Background: an optimization exercise with open tools, aiming at small area, a short achievable clock period and few clock cycles. Do not read the settings as production practice. At most, simulation tests tie the RTL to the original design; equivalence was not proved.

Setup of JK:
==> module path_math, before the edit <==
module path_math
    (input [11:0] location,  
     input [11:0] target,  
     input [4:0] current_orientation,  
     input clock,
     input enable,
     input reset,
     output reg done,
     output [4:0] needed_orientation,  
     output [11:0] move_command);  
   wire [7:0] xm_l, ym_l, xm_t, ym_t;
   wire       xs_l, xs_t;
   ptc_mag ptc_l (.r_theta(location), .xm(xm_l), .ym(ym_l), .xs(xs_l));
   ptc_mag ptc_t (.r_theta(target),   .xm(xm_t), .ym(ym_t), .xs(xs_t));
   wire       xsame = (xs_t == xs_l);
   wire [9:0] ex_s = {1'b0, xm_t, xsame} + {xsame, xm_l ^ {8{xsame}}, xsame};
   wire [9:0] dy_s = {1'b0, ym_t, 1'b1} + {1'b1, ~ym_l, 1'b1};
   wire [8:0] ex_t = ex_s[9:1];
   wire [8:0] dy_t = dy_s[9:1];
   reg [8:0] ex, dy;
   reg       exneg, busy;
   always @(posedge clock) begin
      ex <= ex_t;
      dy <= dy_t;
      exneg <= xs_t;
      busy <= enable & ~reset;
   end
   wire       ex_nz = |ex;
   wire       dxneg = exneg ? ((ex_nz & ~ex[8]) | (ex == 9'h100)) : ex[8];
   wire       dyneg = dy[8];
   wire [1:0] quad = {dyneg, dxneg ^ dyneg};  
   wire       sx = ex[8];
   wire       sy = dy[8];
   wire [7:0] ac = ex[7:0] ^ {8{sx}};
   wire [7:0] yc = dy[7:0] ^ {8{sy}};
   wire [7:0] y, a;
   pm_abs ab (.ac(ac), .sx(sx), .yc(yc), .sy(sy), .y(y), .a(a));
   wire ysmall = dy[8] ? (dy[7:0] >= 8'hFC) : (dy[7:0] <= 8'd4);
   wire asmall = ex[8] ? ((ex[7:0] >= 8'hFC) || (ex[7:0] == 8'h00)) : (ex[7:0] <= 8'd4);
   wire c12, c23, c34, c45;
   pm_compare cmp (.a(a), .y(y), .c12(c12), .c23(c23), .c34(c34), .c45(c45));
   wire       same = (location[11:8] == target[11:8]);
   wire [4:0] sum_s = {1'b0, location[11:8]} + ((target[7:0] >= location[7:0]) ? 5'd0 : 5'd12);
   wire [4:0] need_s = (sum_s >= 5'd24) ? sum_s - 5'd24 : sum_s;
   wire       pre = same | ysmall | asmall;
   wire [4:0] need_p = same ? need_s : (ysmall ? (dxneg ? 5'd12 : 5'd0) : (dyneg ? 5'd18 : 5'd6));
   reg  [2:0] ba_p;
   always @(*) begin
      case (quad)
         2'd1: ba_p = 3'd4 - need_p[2:0];
         2'd2: ba_p = need_p[2:0] + 3'd4;
         2'd3: ba_p = 3'd0 - need_p[2:0];
         default: ba_p = need_p[2:0];
      endcase
   end
   wire use_a = pre & ((ba_p == 3'd0) | (ba_p == 3'd7));
   reg       r_c12, r_c23, r_c34, r_c45, r_pre;
   reg [1:0] r_quad;
   reg [4:0] r_need_p, cur;
   reg [7:0] ry;
   always @(posedge clock) begin
      if (reset) begin
         done <= 1'b0;
      end else if (busy) begin
         done <= 1'b1;
      end else if (enable) begin
         done <= 1'b0;
      end
      if (busy) begin
         r_c12 <= c12;
         r_c23 <= c23;
         r_c34 <= c34;
         r_c45 <= c45;
         r_pre <= pre;
         r_quad <= quad;
         r_need_p <= need_p;
         cur <= current_orientation;
         ry <= use_a ? a : y;
      end
   end
   wire is1 = ~r_c12 & ~r_c23 & ~r_c34 & ~r_c45;
   wire is5 = r_c12 & r_c23 & r_c34 & r_c45;
   wire is2 = ~is1 & ~is5 & ~r_c23 & ~r_c34;
   wire is4 = ~is1 & ~is5 & r_c23 & r_c34;
   wire [2:0] b = is1 ? 3'd1 : (is5 ? 3'd5 : (is2 ? 3'd2 : (is4 ? 3'd4 : 3'd3)));
   reg [4:0] need_n;
   always @(*) begin
      case (r_quad)
         2'd1: need_n = 5'd12 - b;
         2'd2: need_n = 5'd12 + b;
         2'd3: need_n = 5'd24 - b;
         default: need_n = {2'b00, b};
      endcase
   end
   wire [4:0] need = r_pre ? r_need_p : need_n;
   reg  [2:0] ba_o;
   always @(*) begin
      case (r_quad)
         2'd1: ba_o = 3'd4 - r_need_p[2:0];
         2'd2: ba_o = r_need_p[2:0] + 3'd4;
         2'd3: ba_o = 3'd0 - r_need_p[2:0];
         default: ba_o = r_need_p[2:0];
      endcase
   end
   wire [2:0] ba = r_pre ? ba_o : b;
   wire [6:0] d1, d3, d4, d5;
   pm_distance dd (.y(ry), .d1(d1), .d3(d3), .d4(d4), .d5(d5));
   reg  [6:0]  dist_v;
   always @(*) begin
      case (ba)
         3'd1: dist_v = d1;
         3'd2: dist_v = 7'd0;
         3'd3: dist_v = d3;
         3'd4: dist_v = d4;
         3'd5: dist_v = d5;
         default: dist_v = ry[6:0];   
      endcase
   end
   wire [4:0] angle = need - cur + ((cur > need) ? 5'd24 : 5'd0);
   assign needed_orientation = need;
   assign move_command = {angle, dist_v};
endmodule
==> module ptc_mag, before the edit <==
module ptc_mag
    (input [11:0] r_theta,
     output reg [7:0] xm,
     output reg [7:0] ym,
     output xs);
   wire [7:0] r = r_theta[7:0];
   wire [3:0] t = r_theta[11:8];
   wire [6:0] m15;                    
   wire [7:0] m30 = {2'b00, r[7:2]};
   wire [7:0] m45, m60, m75;          
   pm_ptc_products pp (.r(r), .m15(m15), .m45(m45), .m60(m60), .m75(m75));
   wire [2:0] k = (t <= 4'd6) ? t[2:0] : ((t <= 4'd12) ? 3'd4 - t[2:0] : 3'd0);
   assign xs = (t >= 4'd7) && (t <= 4'd12);
   wire j1 = (k == 3'd1) | (k == 3'd5);
   wire j2 = (k == 3'd2) | (k == 3'd4);
   wire j3 = (k == 3'd3);
   wire j0 = ~(j1 | j2 | j3);
   wire [7:0] sm = ({8{j1}} & {1'b0, m15}) | ({8{j2}} & m30) | ({8{j3}} & m45);
   wire [7:0] lg = ({8{j1}} & m75) | ({8{j2}} & m60) | ({8{j3}} & m45) | ({8{j0}} & r);
   wire swap = (k >= 3'd4);
   always @(*) begin
      xm = swap ? sm : lg;
      ym = swap ? lg : sm;
   end
endmodule
clock: 12.0 ns
lec_check: 0
cap_margin: 5
core_margin: 2
core_utilization: 60
setup_slack_margin: 5
slew_margin: 5
run.sh (not shown) runs the stock make flow with config.mk's settings and CLKGATE_MAP_FILE= SYNTH_SCRIPT=/design/flow/synth_recipe.tcl, a recipe that flattens the netlist after the stock synthesis.
The flow did not stop early for JK: all stages ran, and the layout cleared the timing, DRC and antenna checks.
Relative to JK, the following input files were edited for MS:
diff --git a/flow/design.v b/flow/design.v
--- a/flow/design.v
+++ b/flow/design.v
@@ -374,14 +374,12 @@
    wire [7:0] xm_l, ym_l, xm_t, ym_t;
    wire       xs_l, xs_t;
    ptc_mag ptc_l (.r_theta(location), .xm(xm_l), .ym(ym_l), .xs(xs_l));
    ptc_mag ptc_t (.r_theta(target),   .xm(xm_t), .ym(ym_t), .xs(xs_t));
    wire       xsame = (xs_t == xs_l);
-   wire [9:0] ex_s = {1'b0, xm_t, xsame} + {xsame, xm_l ^ {8{xsame}}, xsame};
-   wire [9:0] dy_s = {1'b0, ym_t, 1'b1} + {1'b1, ~ym_l, 1'b1};
-   wire [8:0] ex_t = ex_s[9:1];
-   wire [8:0] dy_t = dy_s[9:1];
+   wire [8:0] ex_t = {1'b0, xm_t} + ({1'b0, xm_l} ^ {9{xsame}}) + {8'd0, xsame};
+   wire [8:0] dy_t = {1'b0, ym_t} - {1'b0, ym_l};
    reg [8:0] ex, dy;
    reg       exneg, busy;
    always @(posedge clock) begin
       ex <= ex_t;
       dy <= dy_t;
@@ -494,20 +492,20 @@
    wire [7:0] m30 = {2'b00, r[7:2]};
    wire [7:0] m45, m60, m75;          
    pm_ptc_products pp (.r(r), .m15(m15), .m45(m45), .m60(m60), .m75(m75));
    wire [2:0] k = (t <= 4'd6) ? t[2:0] : ((t <= 4'd12) ? 3'd4 - t[2:0] : 3'd0);
    assign xs = (t >= 4'd7) && (t <= 4'd12);
-   wire j1 = (k == 3'd1) | (k == 3'd5);
-   wire j2 = (k == 3'd2) | (k == 3'd4);
-   wire j3 = (k == 3'd3);
-   wire j0 = ~(j1 | j2 | j3);
-   wire [7:0] sm = ({8{j1}} & {1'b0, m15}) | ({8{j2}} & m30) | ({8{j3}} & m45);
-   wire [7:0] lg = ({8{j1}} & m75) | ({8{j2}} & m60) | ({8{j3}} & m45) | ({8{j0}} & r);
-   wire swap = (k >= 3'd4);
    always @(*) begin
-      xm = swap ? sm : lg;
-      ym = swap ? lg : sm;
+      case (k)
+        3'd1: begin xm = m75; ym = {1'b0, m15}; end
+        3'd2: begin xm = m60; ym = m30; end
+        3'd3: begin xm = m45; ym = m45; end
+        3'd4: begin xm = m30; ym = m60; end
+        3'd5: begin xm = {1'b0, m15}; ym = m75; end
+        3'd6: begin xm = 8'd0; ym = r; end
+        default: begin xm = r; ym = 8'd0; end
+      endcase
    end
 endmodule
 module pm_ptc_products
    (input [7:0] r,
     output [6:0] m15,
Findings:
No stage failed in MS, and the final checks on the layout all came back clean.
Compared MS vs JK, and multi-input combinational cell count is up in MS.
Final worst slack was lower in the run labelled MS.
Diff JK -> MS: height of the chip grew by about 0.8%, total wire length grew by 7.4%, worst relative slew slack grew by 0.58 points, share of final layout cell area taken by non-clock buffers grew by 1.1 points.
The portion of the post-synthesis area used by sequential elements on JK is in line with that on MS.
Post-cts gate resize count, JK and MS, higher one = JK.
| number of rows in the core area | MS vs JK | 1 higher |
[compare] base=JK new=MS: required time at the endpoint of the critical path went down 0.04 ns.
Testbench counts of MS, summed over its fixed seeds: cycles 32,000.
The RTL of JK was laid out without a check of its function.

-- what the ideal ports hide --
In the flow no input, the clock included, has a driving cell. The finished layouts below were timed again as built, in two steps. Step 1 sets driving cells, clkbuf_16 on the clock port and buf_2 on the other inputs (assumed; they add their load-dependent delay and slew). Step 2 adds t to the input delays and takes it off the output delays; t is the mean of the earliest and latest rising clock arrival at the registers after step 1. Input paths then give back, and output paths get back, about the clock's delay inside the block. Three values: no drivers, after step 1, after step 2; two values: the first two.
run | shift t [ns] | setup WS [ns] | worst hold slack (ns)
JK | 0.320 | 5.082 / 5.095 / 4.775 | 0.492 / 0.492 / 0.492
MS | 0.318 | 4.995 / 4.989 / 4.671 | 0.503 / 0.503 / 0.503
After both steps every run listed still meets setup and hold. For MS, which loses most, drivers alone change the setup slack by -0.006 ns; drivers and shift together by -0.324 ns.
